Background: an optimization exercise with open tools, aiming at small area, a short achievable clock period and few clock cycles per item. Do not read the settings as production practice.
Only simulation tests tie the RTL to the original design; equivalence was not proved.
Power is estimated from default activity; no workload was simulated.

## build 18
==> flow/design.v <==
`timescale 1ns/10ps
module  ATCONV(
	input		clk,
	input		reset,
	output 	    busy,
	input		ready,
	output reg	[11:0]	iaddr,
	input signed [12:0]	idata,
	output	reg 	cwr,
	output  reg	[11:0]	caddr_wr,
	output reg 	[12:0] 	cdata_wr,
	output	reg 	crd,       
	output  reg	[11:0] 	caddr_rd,
	input 	[12:0] 	cdata_rd,
	output reg 	csel
	);
	localparam K = 4;           
	localparam L = K + 2;       
	function gt9;
		input [8:0] a, b;
		reg g;
		integer i;
		begin
			g = 1'b0;
			for (i = 0; i < 9; i = i + 1)
				g = (a[i] & ~b[i]) | (~(a[i] ^ b[i]) & g);
			gt9 = g;
		end
	endfunction
	function [9:0] dec10;
		input [9:0] x;
		reg c;
		integer i;
		begin
			c = 1'b1;
			for (i = 0; i < 10; i = i + 1) begin
				dec10[i] = x[i] ^ c;
				c = c & ~x[i];
			end
		end
	endfunction
	reg        run;
	reg        busy_r;    
	reg [2:0]  ci;
	reg [5:0]  s;
	reg        cp;
	reg [4:0]  b;
	assign busy = busy_r;
	wire tail   = b[4] & (s == 6'd2);
	wire last_i = tail ? (ci == 3'd4) : (ci == L-1);
	reg [2:0] n_ci;
	reg [5:0] n_s;
	reg       n_cp;
	reg [4:0] n_b;
	always @(*) begin
		n_ci = ci + 3'd1;
		n_s  = s;
		n_cp = cp;
		n_b  = b;
		if (last_i) begin
			n_ci = 3'd0;
			if (b[4]) begin
				if (s != 6'd2) n_s = s + 6'd1;
			end else if (s == 6'd32) begin
				n_s = cp ? 6'd0 : 6'd1;
				n_cp = ~cp;
				if (cp) n_b = b + 5'd1;
			end else
				n_s = s + 6'd1;
		end
	end
	wire       ci0  = (ci == 3'd0);
	wire       ci5  = (ci == 3'd5);
	wire [2:0] rgrp = b[3:1] + {2'b00, ci5} - {2'b00, ci0};
	wire [1:0] cim1 = ci[1:0] - 2'd1;
	wire [5:0] rowc = (ci0 & (b[4:1] == 4'd0)) ? 6'd0 :
	                  (ci5 & (b[4:1] == 4'd7)) ? 6'd63 : {rgrp, cim1, b[0]};
	wire [4:0] sm1  = s[4:0] - 5'd1;
	wire [5:0] col  = (s == 6'd0) ? {6{~cp}} : {sm1 ^ {5{~cp}}, cp};
	wire fl = (s == 6'd0) | (cp & (s == 6'd1));    
	wire wv = (ci >= 3'd2) & (((s >= 6'd2) & ~b[4]) | (fl & ((b != 5'd0) | cp)));
	reg [12:0] pix, x1, x2;
	always @(posedge clk) begin
		pix <= idata;
		x1  <= pix;
		x2  <= x1;
	end
	reg [3:0] wvp;           
	reg [2:0] flp;           
	always @(posedge clk or posedge reset) begin
		if (reset) begin
			wvp <= 4'b0000;
			flp <= 3'b000;
		end else begin
			wvp <= {wvp[2:0], wv & run};
			flp <= {flp[1:0], fl};
		end
	end
	reg [17*L-1:0] Pring;
	reg [16*L-1:0] Nring;
	wire [15:0] sx2 = {{3{x2[12]}}, x2};
	wire [15:0] spx = {{3{pix[12]}}, pix};
	wire [15:0] v   = sx2 + spx + {x1[12], x1, 2'b00};                          
	reg  [15:0] Vr;
	always @(posedge clk)
		Vr <= v;
	wire [15:0] Nh = Nring[15:0];
	wire [15:0] Xo = flp[2] ? Nh : Vr;
	wire [16:0] t2 = Pring[16:0] - {Xo[15], Xo};    
	wire [16:0] Pn = {x2, 4'b0000} + {x2[12], x2, 3'b000} - {Vr, 1'b0} - {Nh[15], Nh};
	reg  [12:0] t2r;
	reg         t2f;
	always @(posedge clk) begin
		Pring <= {Pn, Pring[17*L-1:17]};
		Nring <= {Vr, Nring[16*L-1:16]};
		t2r   <= t2[16:4];
		t2f   <= (t2[3:2] == 2'b11);      
	end
	wire [12:0] tb  = t2r + 13'h1FF4 + {12'd0, t2f};
	wire ok0 = ~tb[12] & (|tb[11:0]) & (tb[11:0] < 12'hFF5);
	wire [12:0] l0 = {1'b0, tb[11:0] & {12{ok0}}};
	reg [2:0] wg;
	reg [1:0] wj;
	reg       wrp, wpar;
	reg [4:0] wk;
	always @(posedge clk or posedge reset) begin
		if (reset) begin
			wg <= 3'd0; wj <= 2'd0; wrp <= 1'b0; wpar <= 1'b0; wk <= 5'd0;
		end else if (wvp[3]) begin
			wj <= wj + 2'd1;
			if (wj == 2'b11) begin
				wk <= wk + 5'd1;
				if (wk == 5'd31) begin
					wpar <= ~wpar;
					if (wpar) begin
						wrp <= ~wrp;
						if (wrp) wg <= wg + 3'd1;
					end
				end
			end
		end
	end
	wire [5:0] wrow = {wg, wj, wrp};
	wire [5:0] wcol = {wk ^ {5{~wpar}}, wpar};
	reg [12:0] pc;             
	reg        pst, pwp, c0;
	reg        rv, r0;
	reg [8:0]  rdr, mx;
	reg        rd;             
	reg        done;           
	wire [12:0] pcn = pc + {12'd0, rd};
	wire [2:0] st = tail ? 3'd2 : 3'd3;
	wire [2:0] wc = tail ? 3'd4 : 3'd5;
	reg  [6:0]  cr;
	reg         pen, pil0;
	reg         cr_inc1, cr_inc3;      
	wire        cr_dec  = (ci == st) & pen & pil0;
	wire        il0   = pst ? (pc[3:2] == 2'b11) : (pc[3:2] == 2'b00);    
	wire        pen_n = ~pc[12] & (~il0 | (cr != 7'd0));
	wire rd_next = run & ~done & ((ci == st) ? pen :
	               ((ci == st + 3'd1) | (ci == 3'd0) | (ci == 3'd1)) ? pst : 1'b0);
	wire [9:0]  l1a = dec10(pc[11:2]);
	wire [8:0]  mxi = {1'b0, mx[8:1]} + {8'd0, mx[0]};
	wire [12:0] l1 = {mxi, 4'b0000};
	wire wr1  = (ci == wc) & pwp;
	always @(posedge clk) begin
		rdr <= {cdata_rd[11:4], |cdata_rd[3:0]};
		if (rv) mx <= (r0 | gt9(rdr, mx)) ? rdr : mx;
		crd <= rd_next;
		pen <= pen_n;
		pil0 <= il0;
		cr_inc1 <= last_i & b[0] & cp & (s >= 6'd3) & (s <= 6'd31);
		cr_inc3 <= last_i & ~b[0] & ~cp & (s == 6'd1) & (b != 5'd0);
		caddr_rd <= (run & ~done) ? {pcn[11:9], pcn[3:2], pcn[1], pcn[8:4], pcn[0]} : 12'd0;
		cdata_wr <= wr1 ? l1 : l0;
		caddr_wr <= wr1 ? {2'b00, l1a[9:7], l1a[1:0], l1a[6:2]} : {wrow, wcol};
		if (!run) iaddr <= 12'd63;
		else iaddr <= {rowc, col};
	end
	always @(posedge clk) begin
		busy_r <= ~reset & (run ? ~done : ready);
		cwr    <= ~reset & run & ~done & (wvp[3] | wr1);
		csel   <= ~reset & run & ~done & wr1;
	end
	always @(posedge clk or posedge reset) begin
		if (reset) begin
			done <= 1'b0;
			run <= 1'b0;
			ci <= 3'd1; s <= 6'd0; cp <= 1'b0; b <= 5'd0;
			pc <= 13'd0; pst <= 1'b0; pwp <= 1'b0; c0 <= 1'b0; cr <= 7'd0;
			rv <= 1'b0; r0 <= 1'b0;
			rd <= 1'b0;
		end else begin
			rv <= rd;
			r0 <= c0;
			if (!run) begin
				run <= ready;
				rd <= 1'b0;
				c0 <= 1'b0;
			end else if (done) begin
				run <= 1'b0;
				ci <= 3'd1; s <= 6'd0; cp <= 1'b0; b <= 5'd0;
				pc <= 13'd0; pst <= 1'b0; pwp <= 1'b0; c0 <= 1'b0; done <= 1'b0; cr <= 7'd0;
				rd <= 1'b0;
			end else begin
				ci <= n_ci; s <= n_s; cp <= n_cp; b <= n_b;
				pc <= pcn;
				cr <= cr_inc1 ? cr + 7'd1 : cr_inc3 ? cr + 7'd3 : cr_dec ? cr - 7'd1 : cr;
				rd <= rd_next;
				c0 <= (ci == st) & pen;
				if (ci == st) begin
					pst <= pen;
					pwp <= pst;
				end
				done <= wr1 & (l1a == 10'h3FF);
			end
		end
	end
endmodule
clock: 10.0 ns
lec_check: 0
cap_margin: 20
core_margin: 2
core_utilization: 40
cts_cluster_diameter: 100
cts_cluster_size: 30
slew_margin: 20
standard.sh (not shown) runs the stock make flow with config.mk's settings and CLKGATE_MAP_FILE= SYNTH_SCRIPT=/design/flow/synth_recipe.tcl, a recipe that flattens the netlist after the stock synthesis.
==> flow/flow/run.sh <==
#!/bin/bash
set -euo pipefail
export BUFFER_PORTS_ARGS="-buffer_cell sky130_fd_sc_hd__buf_2"
export SETUP_SLACK_MARGIN=6.9
bash standard.sh > standard.log 2>&1
Build 18 did not stop at any stage, and its layout met the timing, design-rule and antenna checks.
Testbench counts of build 18, summed over its fixed seeds: cycles 215,776, images 32.
Setup changes, build 18 to build 58
Settings: CTS_CLUSTER_DIAMETER changed from 100 to 70.
### Flow results
Build 18 has lower global-route met3 utilization than build 58.
Build 58 gives more tightest slew margin relative to the limit than build 18 did.
Summary of build 58 over build 18: final core area utilization higher; final worst setup slack lost 0.026 ns; total length of routed wires grew by about 0.7%; area of the die level; overall routing resource usage went up 0.21 points.
The final cell count number comes out lower for build 18 vs build 58.
Power after layout (lower): build 18
Input changes introduced in build 12 (baseline for comparison: build 58):
Settings: CTS_CLUSTER_SIZE: 30 -> 26; CTS_CLUSTER_DIAMETER: 70 -> 130.
### Flow results
Of build 12 and build 58, it is build 12 that has the lower area added between synthesis and finish.
Diff build 58 -> build 12: overall global routing resource usage shows a reduction of 0.19 points, clock skew shows an increase of 0.015 ns, number of antenna repair diodes shows no meaningful change, final cycle utilization of the critical path shows no meaningful change.
Compared with build 58, build 12 ends up with a smaller final cell area.
The power per standard cell area of build 12 is lower than that of build 58.
The following lists how build 82 was set up differently from build 12:
Settings: changing CTS_CLUSTER_DIAMETER from 130 to 100; changing CORE_UTILIZATION from 40 to 55; changing CTS_CLUSTER_SIZE from 26 to 30; setting PLACE_DENSITY to 0.7 for the first time.
## What came out
Worst setup slack (higher): build 82. Data arrival at the endpoint of the critical path in build 82 is 2.36 ns above build 12. [compare] base=build 12 new=build 82: stage delay of the slowest cell on the critical path +0.18 ns; post-layout minimum cycle time lower; critical path required time higher. The capture point of the worst path comes out Pring[101]$_DFF_P_ in one run and cdata_wr[2] in the other, namely in build 82 and build 12 respectively. Looking at total length of routed met3 wires, build 82 sits about 12% below build 12.

-- what the ideal ports hide --
Ports are ideal in the flow. The routed layouts listed here were re-timed in OpenROAD. Step 1, drivers: a clkbuf_16 drives clk and a buf_2 each remaining input, both assumed. Step 2 times the ports against the registers' clock, not the clock port: input delays grow and output delays shrink by t, the midpoint of the rising clock arrivals with the driver on. Slacks: ideal / step 1 / step 2; pairs: ideal / step 1.
run | t (ns) | setup WS [ns] | worst hold slack (ns) | slew at the worst register clock pin (ns)
build 18 | 0.564 | 6.985 / 6.935 / 6.841 | 0.329 / 0.329 / 0.329 | 0.11 / 0.11
build 58 | 0.606 | 6.960 / 6.907 / 6.839 | 0.323 / 0.323 / 0.323 | 0.10 / 0.10
build 12 | 0.593 | 6.964 / 6.911 / 6.850 | 0.323 / 0.323 / 0.323 | 0.10 / 0.10
build 82 | 0.559 | 7.013 / 6.966 / 6.883 | 0.326 / 0.326 / 0.326 | 0.11 / 0.11
After both steps setup and hold are still met in every run listed. The setup slack of build 18, which loses most, moves by -0.050 ns with the drivers and by -0.144 ns with both steps.
